Context: an optimization exercise on an open-source flow, tuned for small area and a short achievable clock period. The choices shown serve that exercise and are no tape-out recipe. At most, simulation tests tie the RTL to the original design; equivalence was not proved. Power is estimated from default activity; no workload was simulated.

## systolic_array
module systolic_array #(
  parameter int ROW_DIM = 4
) (
  input logic clk, rst,
  input logic en, clear,
  input logic signed [7:0] row0_in, row1_in, row2_in, row3_in,
  input logic signed [7:0] col0_in, col1_in, col2_in, col3_in,
  output logic signed [31:0] mac00, mac01, mac02, mac03,  
  output logic signed [31:0] mac10, mac11, mac12, mac13,
  output logic signed [31:0] mac20, mac21, mac22, mac23,
  output logic signed [31:0] mac30, mac31, mac32, mac33
);
Size in the first run: roughly 6,100 cells after synthesis.
Settings: LEC_CHECK=0, CAP_MARGIN=20, CORE_MARGIN=2, CORE_UTILIZATION=62, CTS_BUF_LIST=sky130_fd_sc_hd__clkbuf_4 sky130_fd_sc_hd__clkbuf_8, SETUP_SLACK_MARGIN=3.7, SLEW_MARGIN=20, SYNTH_HIERARCHICAL=1; clock period 9.0 ns.
standard.sh (not shown) runs the stock make flow with config.mk's settings and CLKGATE_MAP_FILE= SYNTH_SCRIPT=/design/flow/synth_recipe.tcl, a recipe that flattens the netlist after the stock synthesis.
==> flow/flow/run.sh <==
#!/bin/bash
# Standard ORFS layout with three changes:
#  - after the standard synthesis, full adders are re-polarised (flow/fapol.py)
#    to drop most of the inverters Yosys leaves between them;
#  - input ports are buffered with buf_4 (flow/pre_place.tcl) and output
#    ports with buf_1, instead of the default buffer cell.
# Each tool's output goes to a log file of its own in this folder.
set -euo pipefail
R=orfs/results/${FLOW_PLATFORM}/systolic_array/base
bash standard.sh synth > synth.log 2>&1
python3 flow/fapol.py $R/1_2_yosys.v $R/1_2_yosys_pol.v > fapol.log 2>&1
cp $R/1_2_yosys.v 1_2_yosys_std.v
mv $R/1_2_yosys_pol.v $R/1_2_yosys.v
rm -f $R/1_synth.odb $R/1_synth.sdc
export PRE_GLOBAL_PLACE_TCL=$PWD/flow/pre_place.tcl
export POST_GLOBAL_PLACE_TCL=$PWD/flow/post_place.tcl
export BUFFER_PORTS_ARGS="-outputs -buffer_cell sky130_fd_sc_hd__buf_1"
bash standard.sh finish > layout.log 2>&1
Other scripts of this flow, unchanged in this note and not shown: flow/flow/fapol.py, flow/flow/post_place.tcl, flow/flow/pre_place.tcl
Change:
--- a/flow/design.v
+++ b/flow/design.v
@@ -1,57 +1,74 @@
-module mac_add10c (
-  input  logic [9:0] x, y,
+module mac_add13c (
+  input  logic [12:0] x, y,
   input  logic ci,
-  output logic [9:0] s,
+  output logic [12:0] s,
   output logic        co
 );
-  wire [9:0] g = x & y;
-  wire [9:0] p = x ^ y;
+  wire [12:0] g = x & y;
+  wire [12:0] p = x ^ y;
   wire G1_1 = g[1] | (p[1] & g[0]);
   wire P1_1 = p[1] & p[0];
   wire G1_3 = g[3] | (p[3] & g[2]);
   wire P1_3 = p[3] & p[2];
   wire G1_5 = g[5] | (p[5] & g[4]);
   wire P1_5 = p[5] & p[4];
   wire G1_7 = g[7] | (p[7] & g[6]);
   wire P1_7 = p[7] & p[6];
   wire G1_9 = g[9] | (p[9] & g[8]);
   wire P1_9 = p[9] & p[8];
+  wire G1_11 = g[11] | (p[11] & g[10]);
+  wire P1_11 = p[11] & p[10];
   wire G2_2 = g[2] | (p[2] & G1_1);
   wire P2_2 = p[2] & P1_1;
   wire G2_3 = G1_3 | (P1_3 & G1_1);
   wire P2_3 = P1_3 & P1_1;
   wire G2_6 = g[6] | (p[6] & G1_5);
   wire P2_6 = p[6] & P1_5;
   wire G2_7 = G1_7 | (P1_7 & G1_5);
   wire P2_7 = P1_7 & P1_5;
+  wire G2_10 = g[10] | (p[10] & G1_9);
+  wire P2_10 = p[10] & P1_9;
+  wire G2_11 = G1_11 | (P1_11 & G1_9);
+  wire P2_11 = P1_11 & P1_9;
   wire G4_4 = g[4] | (p[4] & G2_3);
   wire P4_4 = p[4] & P2_3;
   wire G4_5 = G1_5 | (P1_5 & G2_3);
   wire P4_5 = P1_5 & P2_3;
   wire G4_6 = G2_6 | (P2_6 & G2_3);
   wire P4_6 = P2_6 & P2_3;
   wire G4_7 = G2_7 | (P2_7 & G2_3);
   wire P4_7 = P2_7 & P2_3;
+  wire G4_12 = g[12] | (p[12] & G2_11);
+  wire P4_12 = p[12] & P2_11;
   wire G8_8 = g[8] | (p[8] & G4_7);
   wire P8_8 = p[8] & P4_7;
   wire G8_9 = G1_9 | (P1_9 & G4_7);
   wire P8_9 = P1_9 & P4_7;
+  wire G8_10 = G2_10 | (P2_10 & G4_7);
+  wire P8_10 = P2_10 & P4_7;
+  wire G8_11 = G2_11 | (P2_11 & G4_7);
+  wire P8_11 = P2_11 & P4_7;
+  wire G8_12 = G4_12 | (P4_12 & G4_7);
+  wire P8_12 = P4_12 & P4_7;
   assign s[0] = p[0] ^ ci;
   assign s[1] = p[1] ^ (g[0] | (p[0] & ci));
   assign s[2] = p[2] ^ (G1_1 | (P1_1 & ci));
   assign s[3] = p[3] ^ (G2_2 | (P2_2 & ci));
   assign s[4] = p[4] ^ (G2_3 | (P2_3 & ci));
   assign s[5] = p[5] ^ (G4_4 | (P4_4 & ci));
   assign s[6] = p[6] ^ (G4_5 | (P4_5 & ci));
   assign s[7] = p[7] ^ (G4_6 | (P4_6 & ci));
   assign s[8] = p[8] ^ (G4_7 | (P4_7 & ci));
   assign s[9] = p[9] ^ (G8_8 | (P8_8 & ci));
-  assign co = G8_9 | (P8_9 & ci);
+  assign s[10] = p[10] ^ (G8_9 | (P8_9 & ci));
+  assign s[11] = p[11] ^ (G8_10 | (P8_10 & ci));
+  assign s[12] = p[12] ^ (G8_11 | (P8_11 & ci));
+  assign co = G8_12 | (P8_12 & ci);
 endmodule
 module mac (
   input  logic clk,
   input  logic zero,       
   input  logic [7:0] a,    
   input  logic [7:0] b,    
   output logic [31:0] accumulate
 );
@@ -244,23 +261,23 @@
   wire s175 = lo[14] ^ pp64 ^ c148;
   wire c176 = (lo[14] & pp64) | (lo[14] & c148) | (pp64 & c148);
   wire s177 = 1'b1 ^ lo[15];
   wire c178 = 1'b1 & lo[15];
   wire [15:0] ra = {c176, c174, c172, c170, c168, c166, c164, c162, c160, c158, c156, c154, c152, c150, s149, lo[0]};
   wire [15:0] rb = {s177, s175, s173, s171, s169, s167, s165, s163, s161, s159, s157, s155, s153, s151, pp9, pp1};
   wire [15:0] sum;
   wire c16;
-  wire [6:0] rc;
+  wire [3:0] rc;
   assign rc[0] = 1'b0;
-  for (genvar i = 0; i < 6; i++) begin : g_rip
+  for (genvar i = 0; i < 3; i++) begin : g_rip
     assign sum[i] = ra[i] ^ rb[i] ^ rc[i];
     assign rc[i+1] = (ra[i] & rb[i]) | (ra[i] & rc[i]) | (rb[i] & rc[i]);
   end
-  mac_add10c u_add (.x(ra[15:6]), .y(rb[15:6]), .ci(rc[6]), .s(sum[15:6]), .co(c16));
+  mac_add13c u_add (.x(ra[15:3]), .y(rb[15:3]), .ci(rc[3]), .s(sum[15:3]), .co(c16));
   wire t16 = c178;
   always_ff @(posedge clk) begin
     lo_q <= sum;
     hi_q <= hi;
     up_q <= c16 & t16;
     dn_q <= ~c16 & ~t16;
   end
 endmodule
What happened: Maximum frequency went up by about 1.2%. Clock power shrinks by about 4%. Sequential power came out higher by about 1%. Clock-buffer cell count goes up by 1. Sequential cell count does not change. Total power came out higher by about 0.5%. Routed wire length decreases by 1.7%. Cell area decreases by 0.58%. Core utilization shrinks by 0.52 points.

* * *

## rev 12
Another version of the RTL of systolic_array (not shown whole).
Size in the first run: ~5800 cells after synthesis, roughly 580 I/O pins.
Design systolic_array, start of the top module:
module systolic_array #(
  parameter int ROW_DIM = 4
) (
  input logic clk, rst,
  input logic en, clear,
  input logic signed [7:0] row0_in, row1_in, row2_in, row3_in,
  input logic signed [7:0] col0_in, col1_in, col2_in, col3_in,
  output logic signed [31:0] mac00, mac01, mac02, mac03,  
  output logic signed [31:0] mac10, mac11, mac12, mac13,
  output logic signed [31:0] mac20, mac21, mac22, mac23,
  output logic signed [31:0] mac30, mac31, mac32, mac33
);
==> flow/config.mk <==
export PLATFORM = sky130hd
export DESIGN_NAME = systolic_array
export DESIGN_NICKNAME = systolic_array
export VERILOG_FILES = /design/flow/design.v
export SDC_FILE = /design/flow/constraint.sdc
export NUM_CORES = 4
export LEC_CHECK = 0
export CAP_MARGIN = 20
export CORE_MARGIN = 2
export CORE_UTILIZATION = 40
export SETUP_SLACK_MARGIN = 3
export SLEW_MARGIN = 20
export SYNTH_HIERARCHICAL = 1
==> flow/constraint.sdc <==
create_clock -name core_clock -period 9.0 [get_ports {clk}]
set_input_delay 1.8000 -clock core_clock [delete_from_list [all_inputs] [get_ports {clk}]]
set_output_delay 1.8000 -clock core_clock [all_outputs]
set_load 0.01 [all_outputs]
==> flow/flow/run.sh <==
#!/bin/bash
# Standard ORFS layout with two changes:
#  - after the standard synthesis, full adders are re-polarised (flow/fapol.py)
#    to drop most of the inverters Yosys leaves between them;
#  - ports are buffered with sky130_fd_sc_hd__buf_1 instead of the default cell.
# Each tool's output goes to a log file of its own in this folder.
set -euo pipefail
R=orfs/results/${FLOW_PLATFORM}/systolic_array/base
bash standard.sh synth > synth.log 2>&1
python3 flow/fapol.py $R/1_2_yosys.v $R/1_2_yosys_pol.v > fapol.log 2>&1
cp $R/1_2_yosys.v 1_2_yosys_std.v
mv $R/1_2_yosys_pol.v $R/1_2_yosys.v
rm -f $R/1_synth.odb $R/1_synth.sdc
BUFFER_PORTS_ARGS="-buffer_cell sky130_fd_sc_hd__buf_1" bash standard.sh finish > layout.log 2>&1
Other scripts of this flow, unchanged in this note and not shown: flow/flow/fapol.py
For rev 13, these inputs were changed with respect to rev 12:
diff --git a/flow/design.v b/flow/design.v
--- a/flow/design.v
+++ b/flow/design.v
@@ -1,13 +1,13 @@
 module mac (
   input  logic clk, rst,
-  input  logic clear,
+  input  logic en, clear,
   input  logic [7:0] a,    
   input  logic [7:0] b,    
   output logic [31:0] accumulate
 );
   logic [15:0] lo_q, hi_q;
   logic up_q, dn_q;
   wire [15:0] al = lo_q;
   wire pp1 = a[0] & b[0];
   wire pp2 = a[0] & b[1];
   wire pp3 = a[0] & b[2];
@@ -281,24 +281,24 @@
     end
   end
   assign accumulate = {hi, lo_q};
   always_ff @(posedge clk or posedge rst) begin
     if (rst) begin
       lo_q <= '0;
       hi_q <= '0;
       up_q <= 1'b0;
       dn_q <= 1'b0;
     end else begin
-      lo_q <= clear ? 16'd0 : lo[15:0];
+      lo_q <= clear ? 16'd0 : en ? lo[15:0] : lo_q;
       hi_q <= clear ? 16'd0 : hi;
-      up_q <= ~clear & cnt[1];
-      dn_q <= ~clear & ~cnt[1] & ~cnt[0];
+      up_q <= ~clear & en & cnt[1];
+      dn_q <= ~clear & en & ~cnt[1] & ~cnt[0];
     end
   end
 endmodule
 module systolic_array #(
   parameter int ROW_DIM = 4
 ) (
   input logic clk, rst,
   input logic en, clear,
   input logic signed [7:0] row0_in, row1_in, row2_in, row3_in,
   input logic signed [7:0] col0_in, col1_in, col2_in, col3_in,
@@ -321,36 +321,35 @@
   end
   always_ff @(posedge clk) begin
     if (en) begin
       for (int c = 0; c < 4; c++) begin
         x1[c] <= col_in[c];
         x2[c] <= x1[c];
         x3[c] <= x2[c];
       end
     end
   end
-  logic [7:0] b0 [4], b1 [4], b2 [4], b3 [4];
+  logic [7:0] b1 [4], b2 [4], b3 [4];
   always_comb begin
     for (int c = 0; c < 4; c++) begin
-      b0[c] = col_in[c] & {8{en}};
-      b1[c] = x1[c] & {8{en & valid[1]}};
-      b2[c] = x2[c] & {8{en & valid[2]}};
-      b3[c] = x3[c] & {8{en & valid[3]}};
+      b1[c] = x1[c] & {8{valid[1]}};
+      b2[c] = x2[c] & {8{valid[2]}};
+      b3[c] = x3[c] & {8{valid[3]}};
     end
   end
-  mac u00 (.clk, .rst, .clear, .a(row0_in), .b(b0[0]), .accumulate(mac00));
-  mac u01 (.clk, .rst, .clear, .a(row1_in), .b(b1[0]),   .accumulate(mac01));
-  mac u02 (.clk, .rst, .clear, .a(row2_in), .b(b2[0]),   .accumulate(mac02));
-  mac u03 (.clk, .rst, .clear, .a(row3_in), .b(b3[0]),   .accumulate(mac03));
-  mac u10 (.clk, .rst, .clear, .a(row0_in), .b(b0[1]), .accumulate(mac10));
-  mac u11 (.clk, .rst, .clear, .a(row1_in), .b(b1[1]),   .accumulate(mac11));
-  mac u12 (.clk, .rst, .clear, .a(row2_in), .b(b2[1]),   .accumulate(mac12));
-  mac u13 (.clk, .rst, .clear, .a(row3_in), .b(b3[1]),   .accumulate(mac13));
-  mac u20 (.clk, .rst, .clear, .a(row0_in), .b(b0[2]), .accumulate(mac20));
-  mac u21 (.clk, .rst, .clear, .a(row1_in), .b(b1[2]),   .accumulate(mac21));
-  mac u22 (.clk, .rst, .clear, .a(row2_in), .b(b2[2]),   .accumulate(mac22));
-  mac u23 (.clk, .rst, .clear, .a(row3_in), .b(b3[2]),   .accumulate(mac23));
-  mac u30 (.clk, .rst, .clear, .a(row0_in), .b(b0[3]), .accumulate(mac30));
-  mac u31 (.clk, .rst, .clear, .a(row1_in), .b(b1[3]),   .accumulate(mac31));
-  mac u32 (.clk, .rst, .clear, .a(row2_in), .b(b2[3]),   .accumulate(mac32));
-  mac u33 (.clk, .rst, .clear, .a(row3_in), .b(b3[3]),   .accumulate(mac33));
+  mac u00 (.clk, .rst, .en, .clear, .a(row0_in), .b(col0_in), .accumulate(mac00));
+  mac u01 (.clk, .rst, .en, .clear, .a(row1_in), .b(b1[0]),   .accumulate(mac01));
+  mac u02 (.clk, .rst, .en, .clear, .a(row2_in), .b(b2[0]),   .accumulate(mac02));
+  mac u03 (.clk, .rst, .en, .clear, .a(row3_in), .b(b3[0]),   .accumulate(mac03));
+  mac u10 (.clk, .rst, .en, .clear, .a(row0_in), .b(col1_in), .accumulate(mac10));
+  mac u11 (.clk, .rst, .en, .clear, .a(row1_in), .b(b1[1]),   .accumulate(mac11));
+  mac u12 (.clk, .rst, .en, .clear, .a(row2_in), .b(b2[1]),   .accumulate(mac12));
+  mac u13 (.clk, .rst, .en, .clear, .a(row3_in), .b(b3[1]),   .accumulate(mac13));
+  mac u20 (.clk, .rst, .en, .clear, .a(row0_in), .b(col2_in), .accumulate(mac20));
+  mac u21 (.clk, .rst, .en, .clear, .a(row1_in), .b(b1[2]),   .accumulate(mac21));
+  mac u22 (.clk, .rst, .en, .clear, .a(row2_in), .b(b2[2]),   .accumulate(mac22));
+  mac u23 (.clk, .rst, .en, .clear, .a(row3_in), .b(b3[2]),   .accumulate(mac23));
+  mac u30 (.clk, .rst, .en, .clear, .a(row0_in), .b(col3_in), .accumulate(mac30));
+  mac u31 (.clk, .rst, .en, .clear, .a(row1_in), .b(b1[3]),   .accumulate(mac31));
+  mac u32 (.clk, .rst, .en, .clear, .a(row2_in), .b(b2[3]),   .accumulate(mac32));
+  mac u33 (.clk, .rst, .en, .clear, .a(row3_in), .b(b3[3]),   .accumulate(mac33));
 endmodule
==> notes.md <==
- In the tables for rev 12 and rev 13, cell count reads higher with rev 13.
- Compared with rev 12, in rev 13 transition at the pin with the smallest max-transition slack moved down, fmax rose by 3.3 MHz.
- Re total length of routed met3 wires: rev 12 and rev 13 aren't equal, and the higher value belongs to rev 13.
- Of rev 12 and rev 13, the lower final area belongs to rev 12.
- Rev 13 vs rev 12: average vias per placed instance down in rev 13
- Rev 13 leaves more setup margin than rev 12.
- Number of sinks on the clock net essentially unchanged between rev 12 and rev 13.
- The layout overhead on the synthesized area number comes out higher for rev 12 vs rev 13.
- Rev 13 -> rev 12: total congestion overflow delta 0, exact match
- Rev 13 vs rev 12 — count of instances resized after the clock tree is built rose 1.
- Min critical path data arrival time across rev 12 and rev 13: rev 13
Function was not checked in any run of this note: the RTL went through the layout flow alone.

* * *

Another version of the RTL of systolic_array (not shown whole).
For scale: ~580 I/O pins, about 62000 µm² of cells after synthesis.
==> flow/design.v (excerpt) <==
module systolic_array #(
  parameter int ROW_DIM = 4
) (
  input logic clk, rst,
  input logic en, clear,
  input logic signed [7:0] row0_in, row1_in, row2_in, row3_in,
  input logic signed [7:0] col0_in, col1_in, col2_in, col3_in,
  output logic signed [31:0] mac00, mac01, mac02, mac03,  
  output logic signed [31:0] mac10, mac11, mac12, mac13,
  output logic signed [31:0] mac20, mac21, mac22, mac23,
  output logic signed [31:0] mac30, mac31, mac32, mac33
);
clock: 9.0 ns
lec_check: 0
cap_margin: 20
core_margin: 2
core_utilization: 40
setup_slack_margin: 3.5
slew_margin: 20
synth_hierarchical: 1
==> flow/flow/run.sh <==
#!/bin/bash
# Standard ORFS layout with three changes:
#  - after the standard synthesis, full adders are re-polarised (flow/fapol.py)
#    to drop most of the inverters Yosys leaves between them;
#  - input ports are buffered with buf_4 (flow/pre_place.tcl) and output
#    ports with buf_1, instead of the default buffer cell.
# Each tool's output goes to a log file of its own in this folder.
set -euo pipefail
R=orfs/results/${FLOW_PLATFORM}/systolic_array/base
bash standard.sh synth > synth.log 2>&1
python3 flow/fapol.py $R/1_2_yosys.v $R/1_2_yosys_pol.v > fapol.log 2>&1
cp $R/1_2_yosys.v 1_2_yosys_std.v
mv $R/1_2_yosys_pol.v $R/1_2_yosys.v
rm -f $R/1_synth.odb $R/1_synth.sdc
export PRE_GLOBAL_PLACE_TCL=$PWD/flow/pre_place.tcl
export POST_GLOBAL_PLACE_TCL=$PWD/flow/post_place.tcl
export BUFFER_PORTS_ARGS="-outputs -buffer_cell sky130_fd_sc_hd__buf_1"
bash standard.sh finish > layout.log 2>&1
Other scripts of this flow, unchanged in this note and not shown: flow/flow/fapol.py, flow/flow/post_place.tcl, flow/flow/pre_place.tcl
==> next run, changes <==
--- a/flow/design.v
+++ b/flow/design.v
@@ -79,39 +79,48 @@
   assign s[7] = p[7] ^ G4_6;
   assign s[8] = p[8] ^ G4_7;
   assign s[9] = p[9] ^ G8_8;
   assign s[10] = p[10] ^ G8_9;
   assign s[11] = p[11] ^ G8_10;
   assign s[12] = p[12] ^ G8_11;
   assign s[13] = p[13] ^ G8_12;
   assign s[14] = p[14] ^ G8_13;
   assign s[15] = p[15] ^ G8_14;
   assign co = G8_15;
 endmodule
+module mac_hi (
+  input  logic [15:0] hi_q,
+  input  logic up_q, dn_q,
+  output logic [15:0] hi
+);
+  always_comb begin
+    for (int i = 0; i < 16; i++) begin
+      hi[i] = hi_q[i] ^ ((up_q & (&(hi_q | (16'hffff << i)))) |
+                         (dn_q & ~(|(hi_q & ~(16'hffff << i)))));
+    end
+  end
+endmodule
 module mac (
   input  logic clk,
   input  logic zero,       
   input  logic [7:0] a,    
   input  logic [7:0] b,    
   output logic [31:0] accumulate
 );
-  logic [15:0] lo_q, hi_q;
-  logic up_q, dn_q;
-  logic [15:0] hi_v, lo, hi;
-  always_comb begin
-    for (int i = 0; i < 16; i++) begin
-      hi_v[i] = hi_q[i] ^ ((up_q & (&(hi_q | (16'hffff << i)))) |
-                           (dn_q & ~(|(hi_q & ~(16'hffff << i)))));
-    end
-  end
-  assign lo = lo_q & {16{~zero}};
+  logic [15:0] s_q, c_q, hi_q;
+  logic dn_q;
+  logic [15:0] lo_v, hi_v, lo, hi;
+  logic cy;
+  mac_add16 u_add (.x(s_q), .y(c_q), .s(lo_v), .co(cy));
+  mac_hi u_hi (.hi_q, .up_q(cy & ~dn_q), .dn_q(dn_q & ~cy), .hi(hi_v));
+  assign lo = lo_v & {16{~zero}};
   assign hi = hi_v & {16{~zero}};
   assign accumulate = {hi, lo};
   wire pp1 = a[0] & b[0];
   wire pp2 = a[0] & b[1];
   wire pp3 = a[0] & b[2];
   wire pp4 = a[0] & b[3];
   wire pp5 = a[0] & b[4];
   wire pp6 = a[0] & b[5];
   wire pp7 = a[0] & b[6];
   wire pp8 = ~(a[0] & b[7]);
   wire pp9 = a[1] & b[0];
@@ -278,31 +287,28 @@
   wire c170 = (s121 & c142) | (s121 & s143) | (c142 & s143);
   wire s171 = c122 ^ s145 ^ c144;
   wire c172 = (c122 & s145) | (c122 & c144) | (s145 & c144);
   wire s173 = c124 ^ s147 ^ c146;
   wire c174 = (c124 & s147) | (c124 & c146) | (s147 & c146);
   wire s175 = lo[14] ^ pp64 ^ c148;
   wire c176 = (lo[14] & pp64) | (lo[14] & c148) | (pp64 & c148);
   wire s177 = 1'b1 ^ lo[15];
   wire c178 = 1'b1 & lo[15];
   wire [15:0] ra = {c176, c174, c172, c170, c168, c166, c164, c162, c160, c158, c156, c154, c152, c150, s149, lo[0]};
   wire [15:0] rb = {s177, s175, s173, s171, s169, s167, s165, s163, s161, s159, s157, s155, s153, s151, pp9, pp1};
-  wire [15:0] sum;
-  wire c16;
-  mac_add16 u_add (.x(ra), .y(rb), .s(sum), .co(c16));
   wire t16 = c178;
   always_ff @(posedge clk) begin
-    lo_q <= sum;
+    s_q <= ra;
+    c_q <= rb;
     hi_q <= hi;
-    up_q <= c16 & t16;
-    dn_q <= ~c16 & ~t16;
+    dn_q <= ~t16;
   end
 endmodule
 module systolic_array #(
   parameter int ROW_DIM = 4
 ) (
   input logic clk, rst,
   input logic en, clear,
   input logic signed [7:0] row0_in, row1_in, row2_in, row3_in,
   input logic signed [7:0] col0_in, col1_in, col2_in, col3_in,
   output logic signed [31:0] mac00, mac01, mac02, mac03,  
   output logic signed [31:0] mac10, mac11, mac12, mac13,
Result: Cell area rises by 14%; first-iteration DRC count falls by 34%; global-route usage falls by 1.8 points; wire length falls by 2.8%; power rises by 38%.

==> re-timing with driven ports <==
Ports are ideal in the flow. The routed layouts listed here were re-timed in OpenROAD.
Step 1 sets driving cells, clkbuf_16 on the clock port and buf_2 on the other inputs (assumed; they add their load-dependent delay and slew).
Step 2 times the ports against the registers' clock, not the clock port: input delays grow and output delays shrink by t, the midpoint of the rising clock arrivals with the driver on.
Three values: ideal ports, drivers, drivers and shift; two values: the first two.
| run | shift t [ns] | setup WS [ns] | hold WS [ns] | worst setup path at the end | worst slew at a driven data input, ns |
|---|---|---|---|---|---|
| the first run of note 1 | 0.881 | 3.705 / 3.447 / 2.567 | 0.442 / 0.442 / 0.442 | input to register | 0.33 |
| the second run of note 1 | 0.875 | 3.766 / 3.466 / 2.591 | 0.439 / 0.439 / 0.439 | input to register | 0.38 |
| rev 12 | 0.766 | 3.118 / 2.901 / 2.135 | 0.438 / 0.438 / 0.438 | input to register | 0.31 |
| rev 13 | 0.772 | 3.232 / 3.264 / 2.493 | 0.451 / 0.451 / 0.451 | input to register | 0.08 |
| the first run of note 3 | 0.786 | 3.618 / 3.365 / 2.580 | 0.453 / 0.453 / 0.453 | input to register | 0.37 |
| the second run of note 3 | 0.845 | 3.055 / 2.972 / 3.418 | 0.437 / 0.437 / 0.437 | input to register | 0.13 |
After both steps setup and hold are still met in every run listed. For the second run of note 1, which loses most, drivers alone change the setup slack by -0.300 ns; drivers and shift together by -1.175 ns.
